What follows belongs to an exercise in optimizing a design on an open flow for small area; a production flow would make more cautious choices.
Function was not checked in any run shown here: the RTL went through the layout flow alone.

==> design/flow/design.v <==
`timescale 1ns / 1ps
module addsub #(
    parameter W = 8
) (
    input  [W-1:0] a,
    input  [W-1:0] b,
    input          sub,
    output [W-1:0] s
);
    logic [W:0] c;
    logic [W-1:0] bb;
    assign c[0] = sub;
    assign bb = b ^ {W{sub}};
    genvar i;
    generate
        for (i = 0; i < W; i++) begin : g
            assign s[i] = a[i] ^ bb[i] ^ c[i];
            assign c[i+1] = (a[i] & bb[i]) | (c[i] & (a[i] ^ bb[i]));
        end
    endgenerate
endmodule
module addsmall #(
    parameter W = 12,
    parameter K = 6
) (
    input  [W-1:0] a,
    input  [K-1:0] b,
    input          sub,
    output [W-1:0] s
);
    logic [K:0] c;
    logic [K-1:0] bb;
    logic t;
    assign c[0] = sub;
    assign bb = b ^ {K{sub}};
    assign t = b[K-1] ^ sub;       
    genvar i;
    generate
        for (i = 0; i < K; i++) begin : lo
            assign s[i] = a[i] ^ bb[i] ^ c[i];
            assign c[i+1] = (a[i] & bb[i]) | (c[i] & (a[i] ^ bb[i]));
        end
    endgenerate
    logic [W-K:0] all1, any1;
    assign all1[0] = 1'b1;
    assign any1[0] = 1'b0;
    generate
        for (i = K; i < W; i++) begin : hi
            assign all1[i-K+1] = all1[i-K] & a[i];
            assign any1[i-K+1] = any1[i-K] | a[i];
            assign s[i] = a[i] ^ t ^ (t ? (c[K] | any1[i-K]) : (c[K] & all1[i-K]));
        end
    endgenerate
endmodule
module addfast #(
    parameter W = 12,
    parameter K = 6
) (
    input  [W-1:0] a,
    input  [K-1:0] b,
    input          sub,
    output [W-1:0] s
);
    localparam LG = $clog2(K + 1);
    logic [K-1:0] bb, pp, gg;
    logic t;
    assign bb = b ^ {K{sub}};
    assign t = b[K-1] ^ sub;       
    logic [K:0] G [0:LG];
    logic [K:0] P [0:LG];
    assign G[0] = {(a[K-1:0] & bb), sub};
    assign P[0] = {(a[K-1:0] ^ bb), 1'b0};
    genvar l, i;
    generate
        for (l = 0; l < LG; l++) begin : lev
            for (i = 0; i <= K; i++) begin : node
                if (((i >> l) & 1) == 1) begin : comb
                    localparam integer J = ((i >> l) << l) - 1;
                    assign G[l+1][i] = G[l][i] | (P[l][i] & G[l][J]);
                    assign P[l+1][i] = P[l][i] & P[l][J];
                end else begin : pass
                    assign G[l+1][i] = G[l][i];
                    assign P[l+1][i] = P[l][i];
                end
            end
        end
    endgenerate
    logic [K:0] c;
    assign c = G[LG];
    assign s[K-1:0] = (a[K-1:0] ^ bb) ^ c[K-1:0];
    logic [W-K:0] all1, any1;
    assign all1[0] = 1'b1;
    assign any1[0] = 1'b0;
    generate
        for (i = K; i < W; i++) begin : hi
            assign all1[i-K+1] = all1[i-K] & a[i];
            assign any1[i-K+1] = any1[i-K] | a[i];
            assign s[i] = a[i] ^ t ^ (t ? (c[K] | any1[i-K]) : (c[K] & all1[i-K]));
        end
    endgenerate
endmodule
`timescale 1ns / 1ps
module phase_controller #(
    parameter PRE_ROLL = 1
) (
    input clock,
    input reset,
    output [11:0] phase,
    output [1:0] quadrant
);
    logic [5:0] c;
    logic e, r;
    logic [1:0] q;
    logic [11:0] p;
    wire pre  = &p[11:4];
    wire ge25 = (c >= 6'd25);
    logic [5:0] c_next;
    logic [11:0] p_next;
    addsub #(.W(6)) uc (.a(c), .b(ge25 ? 6'd11 : 6'd14), .sub(ge25), .s(c_next));
    addsub #(.W(12)) up_ (.a(p), .b({10'd0, e, ~e}), .sub(q[0]), .s(p_next));
    wire up   = ~q[0];
    wire endq = up ? (p >= 12'd3216 && !pre) : (p <= 12'd1);
    always_ff @(posedge clock) begin
        if (reset || pre) begin
            c <= '0;
            e <= 1'b0;
            r <= 1'b0;
        end
        else begin
            r <= endq;
            if (r)
                c <= '0;
            else begin
                c <= c_next;
                e <= ge25;
            end
        end
    end
    always_ff @(posedge clock) begin
        if (reset) begin
            q <= 2'd0;
            p <= 12'(4096 - PRE_ROLL);
        end
        else if (endq)
            q <= q + 2'd1;
        else
            p <= p_next;
    end
    assign phase = p;
    assign quadrant = q;
endmodule
`timescale 1ns / 1ps
module cordic (
    input clock,
    input reset,
    output signed [12:0] sine,
    output signed [12:0] cosine
);
    logic [11:0] p;
    logic [1:0] q;
    phase_controller #(.PRE_ROLL(14)) pc (.clock(clock), .reset(reset), .phase(p), .quadrant(q));
    wire d1 = p >= 12'd1609;
    wire d2 = d1 ? p >= 12'd2558 : p >= 12'd659;
    logic d3, d4;
    always_comb begin
        case ({d1, d2})
            2'd0: d3 = p >= 12'd158;
            2'd1: d3 = p >= 12'd1161;
            2'd2: d3 = p >= 12'd2057;
            2'd3: d3 = p >= 12'd3060;
        endcase
        case ({d1, d2, d3})
            3'd0: d4 = 1'b1;
            3'd1: d4 = p >= 12'd412;
            3'd2: d4 = p >= 12'd907;
            3'd3: d4 = p >= 12'd1416;
            3'd4: d4 = p >= 12'd1802;
            3'd5: d4 = p >= 12'd2311;
            3'd6: d4 = p >= 12'd2806;
            3'd7: d4 = 1'b0;
        endcase
    end
    wire [3:0] code = {d1, d2, d3, d4};
    logic [7:0] h;
    always_comb begin
        case (code)
            4'd1: h = 8'd31;
            4'd2: h = 8'd29;
            4'd3: h = 8'd28;
            4'd4: h = 8'd11;
            4'd5: h = 8'd10;
            4'd6: h = 8'd8;
            4'd7: h = 8'd8;
            4'd8: h = 8'd138;
            4'd9: h = 8'd138;
            4'd10: h = 8'd136;
            4'd11: h = 8'd135;
            4'd12: h = 8'd118;
            4'd13: h = 8'd117;
            4'd14: h = 8'd115;
            default: h = 8'd0;
        endcase
    end
    logic [7:0] w;
    assign w = p[7:0] - h;
    wire [9:0] dirs_a = {code, ~w[7], w[6:2]};    
    logic [9:0] dirs_r1;
    logic [1:0] q_r1;
    always_ff @(posedge clock) begin
        dirs_r1 <= dirs_a;
        q_r1 <= q;
    end
    logic signed [11:0] x6, y6;
    wire [4:0] ts = dirs_r1[9:5];
    assign x6 = ({12{ts == 5'd2}} & 12'h7fc)
              | ({12{ts == 5'd3}} & 12'h7fc)
              | ({12{ts == 5'd4}} & 12'h7f1)
              | ({12{ts == 5'd5}} & 12'h7e1)
              | ({12{ts == 5'd6}} & 12'h7c7)
              | ({12{ts == 5'd7}} & 12'h7a7)
              | ({12{ts == 5'd8}} & 12'h782)
              | ({12{ts == 5'd9}} & 12'h754)
              | ({12{ts == 5'd10}} & 12'h71d)
              | ({12{ts == 5'd11}} & 12'h6e1)
              | ({12{ts == 5'd12}} & 12'h69b)
              | ({12{ts == 5'd13}} & 12'h651)
              | ({12{ts == 5'd14}} & 12'h5ff)
              | ({12{ts == 5'd15}} & 12'h5a9)
              | ({12{ts == 5'd16}} & 12'h5a5)
              | ({12{ts == 5'd17}} & 12'h549)
              | ({12{ts == 5'd18}} & 12'h4e6)
              | ({12{ts == 5'd19}} & 12'h480)
              | ({12{ts == 5'd20}} & 12'h415)
              | ({12{ts == 5'd21}} & 12'h3a7)
              | ({12{ts == 5'd22}} & 12'h333)
              | ({12{ts == 5'd23}} & 12'h2bd)
              | ({12{ts == 5'd24}} & 12'h252)
              | ({12{ts == 5'd25}} & 12'h1d8)
              | ({12{ts == 5'd26}} & 12'h15a)
              | ({12{ts == 5'd27}} & 12'h0dc)
              | ({12{ts == 5'd28}} & 12'h05e)
              | ({12{ts == 5'd29}} & 12'hfe0);
    assign y6 = ({12{ts == 5'd2}} & 12'hfe0)
              | ({12{ts == 5'd3}} & 12'h05e)
              | ({12{ts == 5'd4}} & 12'h0dc)
              | ({12{ts == 5'd5}} & 12'h15a)
              | ({12{ts == 5'd6}} & 12'h1d8)
              | ({12{ts == 5'd7}} & 12'h252)
              | ({12{ts == 5'd8}} & 12'h2bd)
              | ({12{ts == 5'd9}} & 12'h333)
              | ({12{ts == 5'd10}} & 12'h3a7)
              | ({12{ts == 5'd11}} & 12'h415)
              | ({12{ts == 5'd12}} & 12'h480)
              | ({12{ts == 5'd13}} & 12'h4e6)
              | ({12{ts == 5'd14}} & 12'h549)
              | ({12{ts == 5'd15}} & 12'h5a5)
              | ({12{ts == 5'd16}} & 12'h5a9)
              | ({12{ts == 5'd17}} & 12'h5ff)
              | ({12{ts == 5'd18}} & 12'h651)
              | ({12{ts == 5'd19}} & 12'h69b)
              | ({12{ts == 5'd20}} & 12'h6e1)
              | ({12{ts == 5'd21}} & 12'h71d)
              | ({12{ts == 5'd22}} & 12'h754)
              | ({12{ts == 5'd23}} & 12'h782)
              | ({12{ts == 5'd24}} & 12'h7a7)
              | ({12{ts == 5'd25}} & 12'h7c7)
              | ({12{ts == 5'd26}} & 12'h7e1)
              | ({12{ts == 5'd27}} & 12'h7f1)
              | ({12{ts == 5'd28}} & 12'h7fc)
              | ({12{ts == 5'd29}} & 12'h7fc);
    logic signed [11:0] x7, y7;
    addfast #(.W(12), .K(6)) ux7 (.a(12'(x6)), .b(6'(y6 >>> 6)), .sub(dirs_r1[4]), .s(x7));
    addfast #(.W(12), .K(6)) uy7 (.a(12'(y6)), .b(6'(x6 >>> 6)), .sub(~dirs_r1[4]), .s(y7));
    logic signed [11:0] x8, y8;
    addfast #(.W(12), .K(5)) ux8 (.a(12'(x7)), .b(5'(y7 >>> 7)), .sub(dirs_r1[3]), .s(x8));
    addfast #(.W(12), .K(5)) uy8 (.a(12'(y7)), .b(5'(x7 >>> 7)), .sub(~dirs_r1[3]), .s(y8));
    logic [9:0] dirs_r2;
    logic [1:0] q_r2;
    logic signed [11:0] x_r2;
    logic signed [11:0] y_r2;
    always_ff @(posedge clock) begin
        dirs_r2 <= dirs_r1;
        q_r2 <= q_r1;
        x_r2 <= x8;
        y_r2 <= y8;
    end
    logic [10:0] x9, y9;
    addfast #(.W(11), .K(4)) ux9 (.a(11'(x_r2)), .b(4'(y_r2 >>> 8)), .sub(dirs_r2[2]), .s(x9));
    addfast #(.W(11), .K(4)) uy9 (.a(11'(y_r2)), .b(4'(x_r2 >>> 8)), .sub(~dirs_r2[2]), .s(y9));
    logic [10:0] x10, y10;
    addfast #(.W(11), .K(3)) ux10 (.a(11'(x9)), .b(3'(y9 >> 9)), .sub(dirs_r2[1]), .s(x10));
    addfast #(.W(11), .K(3)) uy10 (.a(11'(y9)), .b(3'(x9 >> 9)), .sub(~dirs_r2[1]), .s(y10));
    logic [10:0] x11, y11;
    addfast #(.W(11), .K(2)) ux11 (.a(11'(x10)), .b(2'(y10 >> 10)), .sub(dirs_r2[0]), .s(x11));
    addfast #(.W(11), .K(2)) uy11 (.a(11'(y10)), .b(2'(x10 >> 10)), .sub(~dirs_r2[0]), .s(y11));
    logic [1:0] q_r3;
    logic [10:0] x_r3;
    logic [10:0] y_r3;
    always_ff @(posedge clock) begin
        q_r3 <= q_r2;
        x_r3 <= x11;
        y_r3 <= y11;
    end
    logic [10:0] xs, ys;
    assign xs = x_r3[10:0];
    assign ys = y_r3[10:0];
    assign cosine = (q_r3[0] ^ q_r3[1]) ? {2'b00, 11'(-xs)} : {2'b01, xs};
    assign sine = q_r3[1] ? {2'b00, 11'(-ys)} : {2'b01, ys};
endmodule
==> design/flow/run.sh <==
#!/bin/bash
# synth_recipe.tcl (not shown) runs the flow's synth.tcl, then flattens the netlist and writes it again
# the make line also repeats each setting of config.mk as NAME=value (left out here)
make -C /OpenROAD-flow-scripts/flow DESIGN_CONFIG=/design/flow/config.mk WORK_HOME=/design/flow/orfs CLKGATE_MAP_FILE= SYNTH_SCRIPT=/design/flow/synth_recipe.tcl finish
==> design/flow/config.mk <==
export PLATFORM = sky130hd
export DESIGN_NAME = cordic
export DESIGN_NICKNAME = cordic
export VERILOG_FILES = /design/flow/design.v
export SDC_FILE = /design/flow/constraint.sdc
export NUM_CORES = 4
export LEC_CHECK = 0
export CAP_MARGIN = 20
export CORE_MARGIN = 2
export CORE_UTILIZATION = 40
export PLACE_DENSITY = 0.6
export SLEW_MARGIN = 20
==> design/flow/constraint.sdc <==
create_clock -name core_clock -period 5.0 [get_ports {clock}]
set_input_delay 1.0000 -clock core_clock [delete_from_list [all_inputs] [get_ports {clock}]]
set_output_delay 1.0000 -clock core_clock [all_outputs]
set_load 0.01 [all_outputs]
==> flow_summary.json, run 1 <==
{
  "cp-start-kind": "flip-flop",
  "dp_hpwl_microns": 19800,
  "synth-edff-count": 0,
  "start_util": 0.405,
  "final_cells": 1715,
  "pin_count": 28,
  "yosysWarnings": 17,
  "crit_path_start": "dirs_r2[2]",
  "hp-class": "reg2reg",
  "setup_viol": 20,
  "synth_area_sq_mm": 0.00911,
  "cap_viol_max_count": 0,
  "gp_congestion": 0.925,
  "fin_crit_ns": 5.43,
  "critical_path_arrival_ns": 5.65,
  "r2r_cells": 26,
  "hold_violations": 0,
  "clock_skew_ns": 0.00801,
  "so_faults": "negative setup slack",
  "synth_top_cells_by_count": "xnor2_1, nor2_1, dfxtp_1, nand2_1, a21oi_1",
  "grtUsageTotal": 0.212,
  "crit_type": "reg2reg",
  "vias": 9254,
  "finalCritPeriodShare": 1.09,
  "slowest_delay_ns": 0.44,
  "routed.top_layer": "met4",
  "drive_gt1_frac": 0.352,
  "grt_pass1_vias": 8670,
  "port_buffers": 25,
  "die_h_microns": 155,
  "seq_area_frac_synth": 0.191,
  "synthCells": 1170,
  "clock-root-buffer": "clkbuf_16",
  "synth.most_common_cell": "xnor2_1",
  "clock_latency_ns": 0.35,
  "slew_headroom": 0.268,
  "netlist.area_leader.share": 0.191,
  "syn_to_final_growth_pct": 42.3,
  "routedWlPerCell_microns": 15.3,
  "r2r-end": "y_r3[9]",
  "clock.fmax_ghz": 0.184,
  "viasPerCell": 5.40,
  "tightest_slew_ns": 1.09,
  "path_depth": 26,
  "worstPathRequired_ns": 5.22,
  "crit-reg2reg-launch": "dirs_r2[2]",
  "antenna_found_initial": 0,
  "crit_path_end_kind": "flip-flop",
  "dr_wl_met2_microns": 13300,
  "clk_path_buf_depth": 2,
  "yosys_register_bits": 87,
  "ant_nets": 0,
  "yosysTopAreaCell": "dfxtp_1",
  "cp.buffers_inverters": 2,
  "h-tree-depth": 3,
  "row_count": 55,
  "die_w_microns": 155,
  "post-route-drc-count": 0,
  "gr-total-overflow": 0,
  "worst_slack_ns": -0.425,
  "synth_ff_type": "dfxtp_1",
  "cts_tree": "built",
  "grt_start_max_net_pins": 38,
  "diodes": 0,
  "rrSetupSlack_ns": -0.43,
  "synth_cell_types": 94,
  "hold_buffers": 0,
  "cts_buffers": 9,
  "grt_first_pass_wirelength_microns": 42100,
  "clkTransAtPathRegs_ns": 0.07,
  "cts.sinks": 87,
  "hold_ws_ns": 0.323,
  "drt_pre_antenna_iters": 6,
  "yosys-top-cells-area": "dfxtp_1, xnor2_1, fa_1",
  "place_area_sq_mm": 0.0114,
  "async_flop_share": 0,
  "syn_area_per_cell_sq_um": 7.79,
  "timing.final.max_slew_violations": 0,
  "nets": 1498,
  "crit_fanout": 8,
  "status": "finished with violations",
  "fin_util": 0.576,
  "crit_end": "y_r3[9]",
  "dieArea_sq_mm": 0.0240,
  "crit_slowest_cell": "or4_4",
  "fill_cells": 2038,
  "wl_met3_microns": 891,
  "crit_family": "simple AND/OR/NAND/NOR gates",
  "rsz0062_at_grt": "yes",
  "drt_iter0_markers": 520,
  "fin_area_sq_mm": 0.0130,
  "wl_met1_microns": 11400,
  "drt-total-wl_microns": 26300,
  "core-area_sq_mm": 0.0225,
  "place_inst": 1645
}
[routing by layer]
layer | vias to the layer above | global-route usage
li1 | 4651 | -
met1 | 4315 | 0.265
met2 | 249 | 0.381
met3 | 39 | 0.0192
met4 | 0 | 0.0754
met5 | - | 0
[through the flow]
stage | setup slack (ns) | setup TNS (ns)
detailed placement | -0.641 | -7.93
CTS | -0.477 | -3.65
global placement | -0.489 | -5.28
floorplan | -0.698 | -6.09
global route | -0.760 | -10.75
finish | -0.425 | -3.49
[cell type report]
| cell class | instances | area [sq um] | share of cell area |
|---|---|---|---|
| clock buffers | 9 | 225 | 0.0174 |
| clock inverters | 7 | 86.3 | 0.00666 |
| inverters | 71 | 270 | 0.0208 |
| multi-input cells | 943 | 7740 | 0.597 |
| flip-flops and latches | 87 | 1760 | 0.136 |
| well taps | 285 | 357 | 0.0275 |
| repair buffers | 313 | 2520 | 0.195 |
[registers in the layout, indices dropped and copies added (netlist names)]
| register | flops |
|---|---|
| pc.c | 6 |
| q_r1 | 2 |
| x_r2 | 12 |
| dirs_r2 | 3 |
| q_r3 | 2 |
| pc.r | 1 |
| pc.p | 12 |
| pc.e | 1 |
| x_r3 | 11 |
| y_r2 | 12 |
| dirs_r1 | 10 |
| y_r3 | 11 |
| pc.q | 2 |
| q_r2 | 2 |
[logic make-up (layout without fill, tap and decap cells)]
| kind of cell | Yosys count | after routing | synth area share |
|---|---|---|---|
| other | 1 | 2 | 0.000412 |
| muxes | 21 | 21 | 0.0233 |
| buffers and inverters | 141 | 400 | 0.0647 |
| DFF | 87 | 87 | 0.191 |
| AOI/OAI and AO/OA | 300 | 300 | 0.225 |
| adders and majority gates | 71 | 71 | 0.121 |
| xor gates and xnor gates | 156 | 156 | 0.153 |
| and+or+nand+nor | 393 | 393 | 0.221 |
[placed cells by master (no fill, tap or decap), types with 8 or more instances in the layout]
cell type / Yosys / final
ha_1: 42 / 36
nand2_1: 80 / 73
and3_1: 15 / 12
nor2_2: 0 / 9
o21a_1: 8 / 8
mux2i_1: 19 / 17
o21ai_1: 0 / 8
fa_1: 29 / 12
xor2_1: 44 / 42
nor3_2: 0 / 11
nand2b_1: 19 / 17
nand3_1: 20 / 17
o22ai_1: 12 / 9
o21ai_0: 67 / 54
inv_1: 69 / 66
fa_2: 0 / 17
nor4_1: 11 / 9
a211o_1: 9 / 9
or2_2: 9 / 8
buf_6: 3 / 12
nor2_1: 103 / 92
dfxtp_1: 87 / 78
xnor2_2: 1 / 13
a21oi_1: 79 / 56
a211oi_1: 11 / 10
clkdlybuf4s50_1: 0 / 25
nor2b_1: 17 / 15
buf_4: 6 / 271
a21oi_2: 0 / 22
nand4_1: 12 / 12
xnor2_1: 110 / 95
and2_1: 15 / 14
nor3_1: 43 / 29
clkbuf_16: 0 / 10
a21o_1: 8 / 8
[worst min-delay path by stage]
stage / slack [ns] / start / end / cells past startpoint
2_1_floorplan: 0.31 / dirs_r1[2] / dirs_r2[2] / 0
3_3_place_gp: 0.31 / q_r1[1] / q_r2[1] / 0
3_5_place_dp: 0.31 / q_r1[1] / q_r2[1] / 0
4_1_cts: 0.33 / q_r2[1] / q_r3[1] / 0
5_1_grt: 0.34 / q_r2[0] / q_r3[0] / 0
6_report: 0.32 / q_r2[1] / q_r3[1] / 0
[repair_timing]
action                                  CTS  global route
gates cloned                              0             1
pin swaps                                47            73
endpoints found under the setup margin   32            40
setup buffers                            35            20
resized for setup                        59           114
==> run 2, diff against run 1 <==
--- a/design/flow/design.v
+++ b/design/flow/design.v
@@ -43,49 +43,2 @@
     endgenerate
-    logic [W-K:0] all1, any1;
-    assign all1[0] = 1'b1;
-    assign any1[0] = 1'b0;
-    generate
-        for (i = K; i < W; i++) begin : hi
-            assign all1[i-K+1] = all1[i-K] & a[i];
-            assign any1[i-K+1] = any1[i-K] | a[i];
-            assign s[i] = a[i] ^ t ^ (t ? (c[K] | any1[i-K]) : (c[K] & all1[i-K]));
-        end
-    endgenerate
-endmodule
-module addfast #(
-    parameter W = 12,
-    parameter K = 6
-) (
-    input  [W-1:0] a,
-    input  [K-1:0] b,
-    input          sub,
-    output [W-1:0] s
-);
-    localparam LG = $clog2(K + 1);
-    logic [K-1:0] bb, pp, gg;
-    logic t;
-    assign bb = b ^ {K{sub}};
-    assign t = b[K-1] ^ sub;       
-    logic [K:0] G [0:LG];
-    logic [K:0] P [0:LG];
-    assign G[0] = {(a[K-1:0] & bb), sub};
-    assign P[0] = {(a[K-1:0] ^ bb), 1'b0};
-    genvar l, i;
-    generate
-        for (l = 0; l < LG; l++) begin : lev
-            for (i = 0; i <= K; i++) begin : node
-                if (((i >> l) & 1) == 1) begin : comb
-                    localparam integer J = ((i >> l) << l) - 1;
-                    assign G[l+1][i] = G[l][i] | (P[l][i] & G[l][J]);
-                    assign P[l+1][i] = P[l][i] & P[l][J];
-                end else begin : pass
-                    assign G[l+1][i] = G[l][i];
-                    assign P[l+1][i] = P[l][i];
-                end
-            end
-        end
-    endgenerate
-    logic [K:0] c;
-    assign c = G[LG];
-    assign s[K-1:0] = (a[K-1:0] ^ bb) ^ c[K-1:0];
     logic [W-K:0] all1, any1;
@@ -271,7 +224,7 @@
     logic signed [11:0] x7, y7;
-    addfast #(.W(12), .K(6)) ux7 (.a(12'(x6)), .b(6'(y6 >>> 6)), .sub(dirs_r1[4]), .s(x7));
-    addfast #(.W(12), .K(6)) uy7 (.a(12'(y6)), .b(6'(x6 >>> 6)), .sub(~dirs_r1[4]), .s(y7));
+    addsmall #(.W(12), .K(6)) ux7 (.a(12'(x6)), .b(6'(y6 >>> 6)), .sub(dirs_r1[4]), .s(x7));
+    addsmall #(.W(12), .K(6)) uy7 (.a(12'(y6)), .b(6'(x6 >>> 6)), .sub(~dirs_r1[4]), .s(y7));
     logic signed [11:0] x8, y8;
-    addfast #(.W(12), .K(5)) ux8 (.a(12'(x7)), .b(5'(y7 >>> 7)), .sub(dirs_r1[3]), .s(x8));
-    addfast #(.W(12), .K(5)) uy8 (.a(12'(y7)), .b(5'(x7 >>> 7)), .sub(~dirs_r1[3]), .s(y8));
+    addsmall #(.W(12), .K(5)) ux8 (.a(12'(x7)), .b(5'(y7 >>> 7)), .sub(dirs_r1[3]), .s(x8));
+    addsmall #(.W(12), .K(5)) uy8 (.a(12'(y7)), .b(5'(x7 >>> 7)), .sub(~dirs_r1[3]), .s(y8));
     logic [9:0] dirs_r2;
@@ -287,10 +240,10 @@
     logic [10:0] x9, y9;
-    addfast #(.W(11), .K(4)) ux9 (.a(11'(x_r2)), .b(4'(y_r2 >>> 8)), .sub(dirs_r2[2]), .s(x9));
-    addfast #(.W(11), .K(4)) uy9 (.a(11'(y_r2)), .b(4'(x_r2 >>> 8)), .sub(~dirs_r2[2]), .s(y9));
+    addsmall #(.W(11), .K(4)) ux9 (.a(11'(x_r2)), .b(4'(y_r2 >>> 8)), .sub(dirs_r2[2]), .s(x9));
+    addsmall #(.W(11), .K(4)) uy9 (.a(11'(y_r2)), .b(4'(x_r2 >>> 8)), .sub(~dirs_r2[2]), .s(y9));
     logic [10:0] x10, y10;
-    addfast #(.W(11), .K(3)) ux10 (.a(11'(x9)), .b(3'(y9 >> 9)), .sub(dirs_r2[1]), .s(x10));
-    addfast #(.W(11), .K(3)) uy10 (.a(11'(y9)), .b(3'(x9 >> 9)), .sub(~dirs_r2[1]), .s(y10));
+    addsmall #(.W(11), .K(3)) ux10 (.a(11'(x9)), .b(3'(y9 >> 9)), .sub(dirs_r2[1]), .s(x10));
+    addsmall #(.W(11), .K(3)) uy10 (.a(11'(y9)), .b(3'(x9 >> 9)), .sub(~dirs_r2[1]), .s(y10));
     logic [10:0] x11, y11;
-    addfast #(.W(11), .K(2)) ux11 (.a(11'(x10)), .b(2'(y10 >> 10)), .sub(dirs_r2[0]), .s(x11));
-    addfast #(.W(11), .K(2)) uy11 (.a(11'(y10)), .b(2'(x10 >> 10)), .sub(~dirs_r2[0]), .s(y11));
+    addsmall #(.W(11), .K(2)) ux11 (.a(11'(x10)), .b(2'(y10 >> 10)), .sub(dirs_r2[0]), .s(x11));
+    addsmall #(.W(11), .K(2)) uy11 (.a(11'(y10)), .b(2'(x10 >> 10)), .sub(~dirs_r2[0]), .s(y11));
     logic [1:0] q_r3;
==> run 2 against run 1 <==
- still fails the layout checks on negative setup slack
- first-iteration DRC count down 24%
- die area down 3.6%
- clock-buffer cell count up 1
- sequential share of layout area up 0.95 points
- critical path depth down 3
- via count down 10%
- non-clock buffer count down 13
- critical path type unchanged
==> flow_summary.json, run 2 <==
{
  "crit_type": "reg2reg",
  "hold_path_end": "q_r3[1]",
  "fin_util": 0.560,
  "diodes": 0,
  "rrSetupSlack_ns": -1.54,
  "multi_input_area_sq_mm": 0.00710,
  "tns_ns": -37.12,
  "viasPerCell": 5.27,
  "hold_ws_ns": 0.325,
  "grtUsageTotal": 0.203,
  "crit_path_end_kind": "flip-flop",
  "r2r_cells": 23,
  "h-tree-depth": 3,
  "drive_gt1_frac": 0.377,
  "clock_latency_ns": 0.35,
  "hp-class": "reg2reg",
  "nets": 1348,
  "async_flop_share": 0,
  "worstPathRequired_ns": 5.23,
  "worst_slack_ns": -1.54,
  "slew_headroom": 0.451,
  "die_w_microns": 152,
  "post-route-drc-count": 0,
  "yosysWarnings": 2,
  "ant_nets": 0,
  "min-delay-start": "q_r2[1]",
  "antenna_found_initial": 1,
  "row_count": 54,
  "syn_to_final_growth_pct": 38.4,
  "critical_path_arrival_ns": 6.77,
  "dieArea_sq_mm": 0.0231,
  "holdPathStages": 0,
  "seq_area_sq_mm": 0.00177,
  "hold_buffers": 0,
  "so_faults": "negative setup slack",
  "drt_iter0_markers": 393,
  "status": "finished with violations",
  "crit_fanout": 6,
  "vias": 8295,
  "core-area_sq_mm": 0.0217,
  "setup_viol": 39,
  "r2r-end": "x_r2[8]",
  "yosys_register_bits": 87,
  "die_h_microns": 152,
  "cts_buffers": 9,
  "port_buffers": 25,
  "yosys-top-cells-area": "dfxtp_1, fa_1, xnor2_1",
  "synth_top_cells_by_count": "xnor2_1, dfxtp_1, nor2_1, nand2_1, a21oi_1",
  "synth_area_sq_mm": 0.00878,
  "clock_skew_ns": 0.0145,
  "drt_pre_antenna_iters": 5,
  "fin_crit_ns": 6.54,
  "netlist.area_leader.share": 0.198,
  "synth_ff_type": "dfxtp_1",
  "synth.most_common_cell": "xnor2_1",
  "clock.fmax_ghz": 0.153,
  "clkTransAtPathRegs_ns": 0.06,
  "start_util": 0.405,
  "drt-total-wl_microns": 23500,
  "syn_area_per_cell_sq_um": 8.35,
  "grt_start_max_net_pins": 22,
  "clk_path_buf_depth": 2,
  "cts_tree": "built",
  "cap_viol_max_count": 0,
  "rsz0062_at_grt": "yes",
  "tightest_slew_ns": 0.818,
  "timing.final.max_slew_violations": 0,
  "hold_violations": 0,
  "pin_count": 28,
  "gp_congestion": 0.919,
  "place_inst": 1520,
  "routedWlPerCell_microns": 14.9,
  "gr-total-overflow": 0,
  "yosysTopAreaCell": "dfxtp_1",
  "mostFrequentLayoutCells": "buf_4, xnor2_1, dfxtp_1",
  "seq_area_frac_synth": 0.198,
  "synth_cell_types": 102,
  "synthCells": 1051,
  "cts.sinks": 87,
  "cp-start-kind": "flip-flop",
  "final_common_cell": "buf_4",
  "final_cells": 1573,
  "finalCritPeriodShare": 1.31,
  "dp_hpwl_microns": 18000,
  "crit-reg2reg-launch": "dirs_r1[5]",
  "clock-root-buffer": "clkbuf_16",
  "fill_cells": 1918,
  "grt_first_pass_wirelength_microns": 39300,
  "synth-edff-count": 0,
  "grt_pass1_vias": 8258,
  "reg_top3": "pc.p: 12 flops, x_r2: 12 flops, y_r2: 12 flops"
}
[run 2: cell count changes after synthesis, moves of 7 or more]
cell     delta
a21oi_1    -20
buf_4       +7
fa_1       +14
ha_1       -27
inv_1      -22
nand2_1    -13
nor2_1     -25
nor2b_1    +11
nor3_1     -15
o21ai_0    -18
xnor2_1    -19
[run 2: kinds of logic after synthesis]
| logic type | count (synthesis) | share of synthesized area |
|---|---|---|
| other cells | 1 | 0.000427 |
| compound gates | 247 | 0.199 |
| xor+xnor | 146 | 0.158 |
| flops | 87 | 0.198 |
| buf+inv | 127 | 0.0670 |
| mux | 30 | 0.0351 |
| simple gates | 355 | 0.223 |
| fa+ha+maj | 58 | 0.119 |
[run 2: per-layer routing]
layer | track usage | vias up | wire (microns)
li1 | - | 4185 | -
met1 | 0.249 | 3892 | 10200
met2 | 0.364 | 169 | 11900
met3 | 0.0230 | 47 | 722
met4 | 0.0743 | 2 | 644
met5 | 0 | - | 13
[run 2: worst max path at each step]
stage / start / endpoint / slack [ns] / cells past startpoint
after floorplan: dirs_r1[7] / x_r2[11] / -1.88 / 27
after global placement: dirs_r1[8] / x_r2[10] / -1.51 / 23
after detailed placement: dirs_r1[5] / x_r2[10] / -1.63 / 23
after CTS: dirs_r1[7] / x_r2[11] / -1.46 / 23
after global routing: dirs_r1[6] / x_r2[10] / -1.74 / 24
final: dirs_r1[5] / x_r2[8] / -1.54 / 23
[run 2: area by class of cell]
class	count	area share
Clock inverter	6	0.00752
Multi-Input combinational cell	838	0.584
Inverter	52	0.0169
Timing Repair Buffer	300	0.198
Clock buffer	10	0.0197
Tap cell	280	0.0288
Sequential cell	87	0.145
[run 2: worst max-delay path, cell delays in order (launching register included)]
cell and delay [ns]:
dfxtp_4 0.39, buf_6 0.12, or3b_4 0.39, nor2_4 0.11, a211oi_4 0.04, xnor2_1 0.16, fa_2 0.36, fa_2 0.35
fa_2 0.35, fa_2 0.35, fa_2 0.43, o41ai_4 0.40, a2bb2oi_2 0.21, xor2_2 0.19, mux2_4 0.32, fa_2 0.34
fa_2 0.36, fa_2 0.35, fa_2 0.40, buf_4 0.16, or2_2 0.30, a21oi_2 0.15, a211oi_2 0.06, xnor2_1 0.14
[run 2: what timing repair did]
| item | in CTS | in global routing |
|---|---|---|
| buffers inserted | 37 | 9 |
| resized for setup | 73 | 60 |
| setup endpoints to repair | 41 | 45 |
| pin swaps | 34 | 38 |
[run 2: through the flow]
step,setup WS (ns),cell area (sq um)
global placement,-1.51,11100
floorplan,-1.88,9100
CTS,-1.46,11900
global route,-1.74,12200
detailed placement,-1.63,11100
finish,-1.54,12200

==> afterwards: timing with drivers on the ports <==
No port has a modelled driver above. Below, the same layouts with a new extraction and two added sets of constraints.
Step 1 assumes that a clkbuf_16 drives the clock port and a buf_2 every other input.
Step 2 times the ports against the registers' clock, not the clock port: input delays grow and output delays shrink by t, the midpoint of the rising clock arrivals with the driver on.
Slacks: ideal ports / drivers / drivers and shift; pairs: ideal ports / drivers.
run | t (ns) | setup slack, ns | clock arrival spread, ns | worst register clock-pin slew, ns
run 1 | 0.387 | -0.425 / -0.425 / -0.425 | 0.010 / 0.010 | 0.07 / 0.07
run 2 | 0.389 | -1.543 / -1.543 / -1.543 | 0.014 / 0.014 | 0.07 / 0.07
